This design comes from an exercise in tuning for small area on the open sky130 flow, not from production work. At most, simulation tests tie the RTL to the original design; equivalence was not proved. Power is estimated from default activity; no workload was simulated.

Setup of build 2:
==> flow/design.v <==
module add_seg #(parameter W = 16, parameter B = 4) (
	input [W-1:0] a,
	input [W-1:0] b,
	input ci,
	output [W-1:0] s
);
localparam NB = (W + B - 1) / B;
wire [W:0] c;
wire [NB:0] bc;               
assign bc[0] = ci;
genvar k, j;
generate
	for (k = 0; k < NB - 1; k = k + 1) begin : blk
		wire [B:0] gg;            
		wire [B:0] pp;            
		assign gg[0] = 1'b0;
		assign pp[0] = 1'b1;
		for (j = 0; j < B; j = j + 1) begin : bt
			assign gg[j+1] = a[k*B+j] & b[k*B+j] | (a[k*B+j] | b[k*B+j]) & gg[j];
			assign pp[j+1] = (a[k*B+j] | b[k*B+j]) & pp[j];
		end
		assign bc[k+1] = gg[B] | pp[B] & bc[k];
	end
	for (k = 0; k < W; k = k + 1) begin : bits
		wire cin = (k % B == 0) ? bc[k / B] : c[k];
		assign s[k] = a[k] ^ b[k] ^ cin;
		assign c[k+1] = a[k] & b[k] | a[k] & cin | b[k] & cin;
	end
endgenerate
endmodule
module inc #(parameter W = 12) (
	input [W-1:0] a,
	output [W-1:0] s,
	output co
);
wire [W:0] c;
assign c[0] = 1'b1;
genvar k;
generate
	for (k = 0; k < W; k = k + 1) begin : bits
		assign s[k] = a[k] ^ c[k];
		assign c[k+1] = a[k] & c[k];
	end
endgenerate
assign co = c[W];
endmodule
module dec #(parameter W = 12) (
	input [W-1:0] a,
	output [W-1:0] s
);
wire [W:0] b;
assign b[0] = 1'b1;
genvar k;
generate
	for (k = 0; k < W; k = k + 1) begin : bits
		assign s[k] = a[k] ^ b[k];
		assign b[k+1] = ~a[k] & b[k];
	end
endgenerate
endmodule
module LCG(
    input CLK,
    input rst,
    input LCG_sig,
    input [11:0] number,
    output reg [15:0] sum,
    output reg Ready
);
reg [15:0] N;
reg fN, fS;
reg [1:0] c;       
reg [8:0] i;
wire step = c[1];
wire [15:0] q = ({16{c[0]}} & {N[14:0], 1'b0}) | ({16{step}} & sum);
wire [15:0] s;
add_seg #(.W(16), .B(8)) add(.a(N), .b(q), .ci(~c[1] & ~c[0]), .s(s));
wire [8:0] i1;
wire i1c;
inc #(.W(9)) inci(.a(i), .s(i1), .co(i1c));
wire hit = {2'b0, i1c, i1} == number;      
always @(posedge CLK)
begin
	if (rst)
	begin
		c <= 2'd0;
		N <= 16'd7573;     
		fN <= 1'b1;
		fS <= 1'b0;
		sum <= 16'd0;
		i <= 9'd0;
		Ready <= 1'b0;
	end
	else
	begin
		c <= {c[0], ~c[1] & ~c[0]};
		N <= step ? (N | {16{~fN}}) : s;
		if (step)
		begin
			sum <= fS ? s : 16'd0;
			fN <= LCG_sig;
			fS <= LCG_sig;
			i <= LCG_sig ? (hit ? i : i1) : 9'd0;
			Ready <= hit;
		end
	end
end
endmodule
module kirin_cpu(
	input clk,
	input rst,
	input [15:0] mem_rdata,
	output [11:0] mem_addr,
	output [15:0] mem_wdata,
	output mem_we,
	input [15:0] fib_rdata,
	output [11:0] fib_addr,
	output [15:0] fib_wdata,
	output fib_we,
	output [15:0] acc_out,
	output [15:0] lcg_sum
);
reg e1, e2;                  
wire fetch = ~e1 & ~e2;
reg [11:0] IR;               
reg [1:0] irc;               
reg [11:0] PC;
reg [15:0] ACC;
reg count_en;                
reg lkl_rdy;
reg [15:0] num1;             
reg [15:0] num2;
reg [11:0] fa;               
reg [2:0] st;
reg D;                       
reg fready;
reg wren;
reg [11:0] bsf;
wire LCG_Ready;
wire [3:0] op = count_en ? 4'hD : mem_rdata[15:12];
wire oLDA = op == 4'h0, oSTA = op == 4'h1, oADD = op == 4'h2, oSUB = op == 4'h3;
wire oJMP = op == 4'h4, oJMI = op == 4'h5, oJEQ = op == 4'h6;
wire oLDI = op == 4'h8, oLSL = op == 4'h9, oLSR = op == 4'hA, oFIB = op == 4'hB;
wire oLCG = op == 4'hC, oLKL = op == 4'hD;
wire EQ = ACC == 16'd0;
wire MI = ACC[15];
wire LCG_sig = e1 & oLCG;
wire LKL_sig = e1 & oLKL;
wire fib_act = e1 & oFIB;
wire Loop = e1 & (oFIB & ~fready | oLCG & ~LCG_Ready | oLKL & ~lkl_rdy);
wire Extra = oLDA | oADD | oSUB | oFIB | oLKL;
wire sload = e1 & (oJMP | oJMI & MI | oJEQ & EQ);
wire cnt_en = e2 | e1 & (oSTA | oJMI & ~MI | oJEQ & ~EQ | oLDI | oLSR | oLSL | oLCG & LCG_Ready);
wire [11:0] operand = mem_rdata[11:0];
wire [11:0] prev = num1[11:0];
wire match = count_en & (IR[11:8] == mem_rdata[15:12]);
wire [11:0] lkl_addr = match ? prev : count_en ? mem_rdata[11:0] : {4'b0, mem_rdata[7:0]};
wire sel_op = e1 & (oLDA | oSTA | oADD | oSUB | oJMP | oJEQ & EQ | oJMI & MI);
assign mem_addr = LKL_sig ? lkl_addr : sel_op ? operand : PC;
assign mem_we = e1 & oSTA | e2 & (irc == 2'd3);
assign mem_wdata = ACC;
assign acc_out = ACC;
wire dsub = ~(e2 & (irc == 2'd1));
wire [15:0] addsub;
add_seg #(.W(16), .B(4)) acc_add(.a(ACC), .b(mem_rdata ^ {16{dsub}}), .ci(dsub), .s(addsub));
wire [11:0] pc1;
wire pc1c;
inc #(.W(12)) pc_inc(.a(PC), .s(pc1), .co(pc1c));
always @(posedge clk)
begin
	if (rst)
	begin
		e1 <= 1'b0;
		e2 <= 1'b0;
		IR <= 12'd0;
		irc <= 2'd0;
		PC <= 12'd0;
		ACC <= 16'd0;
		count_en <= 1'b0;
		lkl_rdy <= 1'b0;
	end
	else
	begin
		e1 <= fetch | Loop;
		e2 <= e1 & Extra & ~Loop;
		if (e1 & ~count_en)
		begin
			IR <= mem_rdata[11:0];
			irc <= {~(mem_rdata[15] ^ mem_rdata[13]), mem_rdata[13] & (mem_rdata[15] | ~mem_rdata[12])};
		end
		if (sload)
			PC <= operand;
		else if (cnt_en)
			PC <= pc1;
		if (e1)
		begin
			if (oLDI)
				ACC <= {4'b0, mem_rdata[11:0]};
			else if (oLSR)
				ACC <= {1'b0, ACC[15:1]};
			else if (oLSL)
				ACC <= {ACC[14:0], 1'b0};
		end
		else if (e2)
		begin
			case (irc)
			2'd2: ACC <= mem_rdata;
			2'd1: ACC <= addsub;
			2'd0: ACC <= lkl_rdy ? {4'b0, prev} : addsub;
			default: ;
			endcase
		end
		count_en <= LKL_sig;
		lkl_rdy <= LKL_sig & match;
	end
end
LCG lcg(
	.CLK(clk), .rst(rst), .LCG_sig(LCG_sig),
	.number((e1 & ~count_en) ? mem_rdata[11:0] : IR),
	.sum(lcg_sum), .Ready(LCG_Ready)
);
localparam [2:0] IDLE = 3'd0, S1 = 3'd1, S2 = 3'd2, S3 = 3'd3, SF = 3'd4, SG = 3'd5, DONE = 3'd6;
wire [15:0] number = fib_rdata;
wire bsf0 = bsf == 12'd0;
wire n0 = operand == 12'd0;
wire [11:0] fa1;
wire fa1c;
inc #(.W(12)) fa_inc(.a(fa), .s(fa1), .co(fa1c));
wire [11:0] bsfm1;
dec #(.W(12)) bsf_dec(.a(bsf), .s(bsfm1));
wire caseA = operand <= bsf;
wire hit1 = fa1 == operand;
wire loop0 = st == S1;                
wire st_num = st == S2 | st == S3 | st == SF;
wire [15:0] sum;
add_seg #(.W(16), .B(4)) fib_add(.a({num1[15:1], num1[0] | st == S2}), .b(st_num ? number : num2), .ci(1'b0), .s(sum));
assign fib_addr = fa;
assign fib_wdata = num2;
assign fib_we = wren;
always @(posedge clk)
begin
	if (rst)
	begin
		num1 <= 16'd0;
		num2 <= 16'd1;
		fa <= 12'd0;
		st <= IDLE;
		D <= 1'b0;
		fready <= 1'b0;
		wren <= 1'b1;
		bsf <= 12'd0;
	end
	else if (LKL_sig)
	begin
		if (~match)
			num1 <= {4'b0, mem_rdata[11:0]};
		num2 <= 16'd1;
		fa <= 12'd0;
		st <= IDLE;
		fready <= 1'b0;
		wren <= 1'b0;
	end
	else if (~fib_act)
	begin
		num1 <= 16'd0;
		num2 <= 16'd1;
		fa <= 12'd0;
		st <= IDLE;
		fready <= 1'b0;
		wren <= 1'b0;
	end
	else if (caseA)
	begin
		st <= DONE;
		if (bsf0)
		begin
			wren <= 1'b1;
			fa <= 12'd0;
			fready <= 1'b1;
		end
		else
		begin
			wren <= 1'b0;
			fa <= operand;
			fready <= (st != IDLE) | n0;
		end
	end
	else if (bsf0)
	begin
		wren <= 1'b1;
		fready <= 1'b0;
		if (loop0 & hit1)
		begin
			st <= DONE;
			bsf <= operand;
			fa <= operand;
		end
		else
		begin
			fa <= loop0 ? fa1 : fa;
			st <= S1;
			num2 <= sum;
			num1 <= num2;
		end
	end
	else
	begin
		case (st)
		IDLE: begin
			wren <= 1'b0;
			fa <= bsfm1;
			st <= S1;
		end
		S1: begin
			wren <= 1'b0;
			fa <= fa1;
			D <= hit1;
			st <= S2;
		end
		S2: begin
			wren <= 1'b0;
			num1 <= number;
			num2 <= sum;
			st <= S3;
		end
		S3: begin
			wren <= 1'b1;
			num1 <= num2;
			num2 <= sum;
			fa <= fa1;
			D <= hit1;
			st <= SF;
		end
		default: begin
			wren <= 1'b1;
			if (D)
			begin
				fa <= operand;
				fready <= 1'b1;
				bsf <= operand;
				st <= DONE;
				if (st == SF)
					num2 <= num1;
			end
			else
			begin
				if (st != SF)
					num1 <= num2;
				num2 <= sum;
				fa <= fa1;
				D <= hit1;
				st <= SG;
			end
		end
		endcase
	end
end
endmodule
Settings: LEC_CHECK=0, CAP_MARGIN=20, CORE_MARGIN=2, CORE_UTILIZATION=40, SLEW_MARGIN=20; clock period 6.0 ns.
run.sh (not shown) runs the stock make flow with config.mk's settings and CLKGATE_MAP_FILE= SYNTH_SCRIPT=/design/flow/synth_recipe.tcl, a recipe that flattens the netlist after the stock synthesis.
diff inputs: build 2 => trial 89
--- a/flow/design.v
+++ b/flow/design.v
@@ -159,10 +159,11 @@
 assign mem_we = e1 & oSTA | e2 & (irc == 2'd3);
 assign mem_wdata = ACC;
 assign acc_out = ACC;
 wire dsub = ~(e2 & (irc == 2'd1));
+wire [15:0] fib_a, fib_b;
 wire [15:0] addsub;
-add_seg #(.W(16), .B(4)) acc_add(.a(ACC), .b(mem_rdata ^ {16{dsub}}), .ci(dsub), .s(addsub));
+add_seg #(.W(16), .B(4)) add(.a(e1 ? fib_a : ACC), .b(e1 ? fib_b : mem_rdata ^ {16{dsub}}), .ci(~e1 & dsub), .s(addsub));
 wire [11:0] pc1;
 wire pc1c;
 inc #(.W(12)) pc_inc(.a(PC), .s(pc1), .co(pc1c));
 always @(posedge clk)
@@ -170,24 +171,15 @@
 	if (rst)
 	begin
 		e1 <= 1'b0;
 		e2 <= 1'b0;
-		IR <= 12'd0;
-		irc <= 2'd0;
 		PC <= 12'd0;
 		ACC <= 16'd0;
-		count_en <= 1'b0;
-		lkl_rdy <= 1'b0;
 	end
 	else
 	begin
 		e1 <= fetch | Loop;
 		e2 <= e1 & Extra & ~Loop;
-		if (e1 & ~count_en)
-		begin
-			IR <= mem_rdata[11:0];
-			irc <= {~(mem_rdata[15] ^ mem_rdata[13]), mem_rdata[13] & (mem_rdata[15] | ~mem_rdata[12])};
-		end
 		if (sload)
 			PC <= operand;
 		else if (cnt_en)
 			PC <= pc1;
@@ -208,12 +200,20 @@
 			2'd0: ACC <= lkl_rdy ? {4'b0, prev} : addsub;
 			default: ;
 			endcase
 		end
-		count_en <= LKL_sig;
-		lkl_rdy <= LKL_sig & match;
 	end
 end
+always @(posedge clk)
+begin
+	if (e1 & ~count_en)
+	begin
+		IR <= mem_rdata[11:0];
+		irc <= {~(mem_rdata[15] ^ mem_rdata[13]), mem_rdata[13] & (mem_rdata[15] | ~mem_rdata[12])};
+	end
+	count_en <= LKL_sig;
+	lkl_rdy <= LKL_sig & match;
+end
 LCG lcg(
 	.CLK(clk), .rst(rst), .LCG_sig(LCG_sig),
 	.number((e1 & ~count_en) ? mem_rdata[11:0] : IR),
 	.sum(lcg_sum), .Ready(LCG_Ready)
@@ -230,27 +230,17 @@
 wire caseA = operand <= bsf;
 wire hit1 = fa1 == operand;
 wire loop0 = st == S1;                
 wire st_num = st == S2 | st == S3 | st == SF;
-wire [15:0] sum;
-add_seg #(.W(16), .B(4)) fib_add(.a({num1[15:1], num1[0] | st == S2}), .b(st_num ? number : num2), .ci(1'b0), .s(sum));
+assign fib_a = {num1[15:1], num1[0] | st == S2};
+assign fib_b = st_num ? number : num2;
+wire [15:0] sum = addsub;
 assign fib_addr = fa;
 assign fib_wdata = num2;
 assign fib_we = wren;
 always @(posedge clk)
 begin
-	if (rst)
-	begin
-		num1 <= 16'd0;
-		num2 <= 16'd1;
-		fa <= 12'd0;
-		st <= IDLE;
-		D <= 1'b0;
-		fready <= 1'b0;
-		wren <= 1'b1;
-		bsf <= 12'd0;
-	end
-	else if (LKL_sig)
+	if (LKL_sig)
 	begin
 		if (~match)
 			num1 <= {4'b0, mem_rdata[11:0]};
 		num2 <= 16'd1;
@@ -352,6 +342,13 @@
 			end
 		end
 		endcase
 	end
+	if (rst)
+	begin
+		num2 <= 16'd1;
+		fa <= 12'd0;
+		wren <= 1'b1;
+		bsf <= 12'd0;
+	end
 end
 endmodule
[summary]
- Trial 89 vs build 2: switching component of the power up in trial 89
- Trial 89 ends up with a post-synthesis share of cell area spent on and, or, nand and nor gates that is 0.30 points lower than in build 2.
- For trial 89, the critical-path cell with the highest stage delay was o21bai_1, unlike build 2, where it was clkdlybuf4s50_1.
- Build 2 → trial 89: multiplexer share of the synthesized area went up by 4.0 points; total wirelength of the detailed-routed design went down by about 4.7%; via count went down by 6.9%.
- Taking build 2 as the reference point, the area used by multi-input combinational logic of trial 89 falls by 750 sq um.
The RTL of build 2 was laid out without a check of its function.

==> what the ideal ports hide <==
Ports are ideal in the flow. The routed layouts listed here were re-timed in OpenROAD.
Step 1, drivers: a clkbuf_16 drives clk and a buf_2 each remaining input, both assumed.
Step 2 also shifts input and output timing later by t, the mid clock arrival at the registers, as if the neighbouring blocks saw the same clock.
Three values: ideal ports, drivers, drivers and shift; two values: the first two.
run | shift t [ns] | setup slack, ns | latest minus earliest clock arrival (ns) | worst data-port slew with drivers (ns) | pins driven straight from the clock port
build 2 | 0.489 | 0.657 / 0.632 / 0.376 | 0.011 / 0.011 | 0.07 | 1
trial 89 | 0.483 | 0.519 / 0.497 / 0.249 | 0.018 / 0.018 | 0.07 | 1
After both steps setup and hold are still met in every run listed. The setup slack of build 2, which loses most, moves by -0.025 ns with the drivers and by -0.281 ns with both steps.
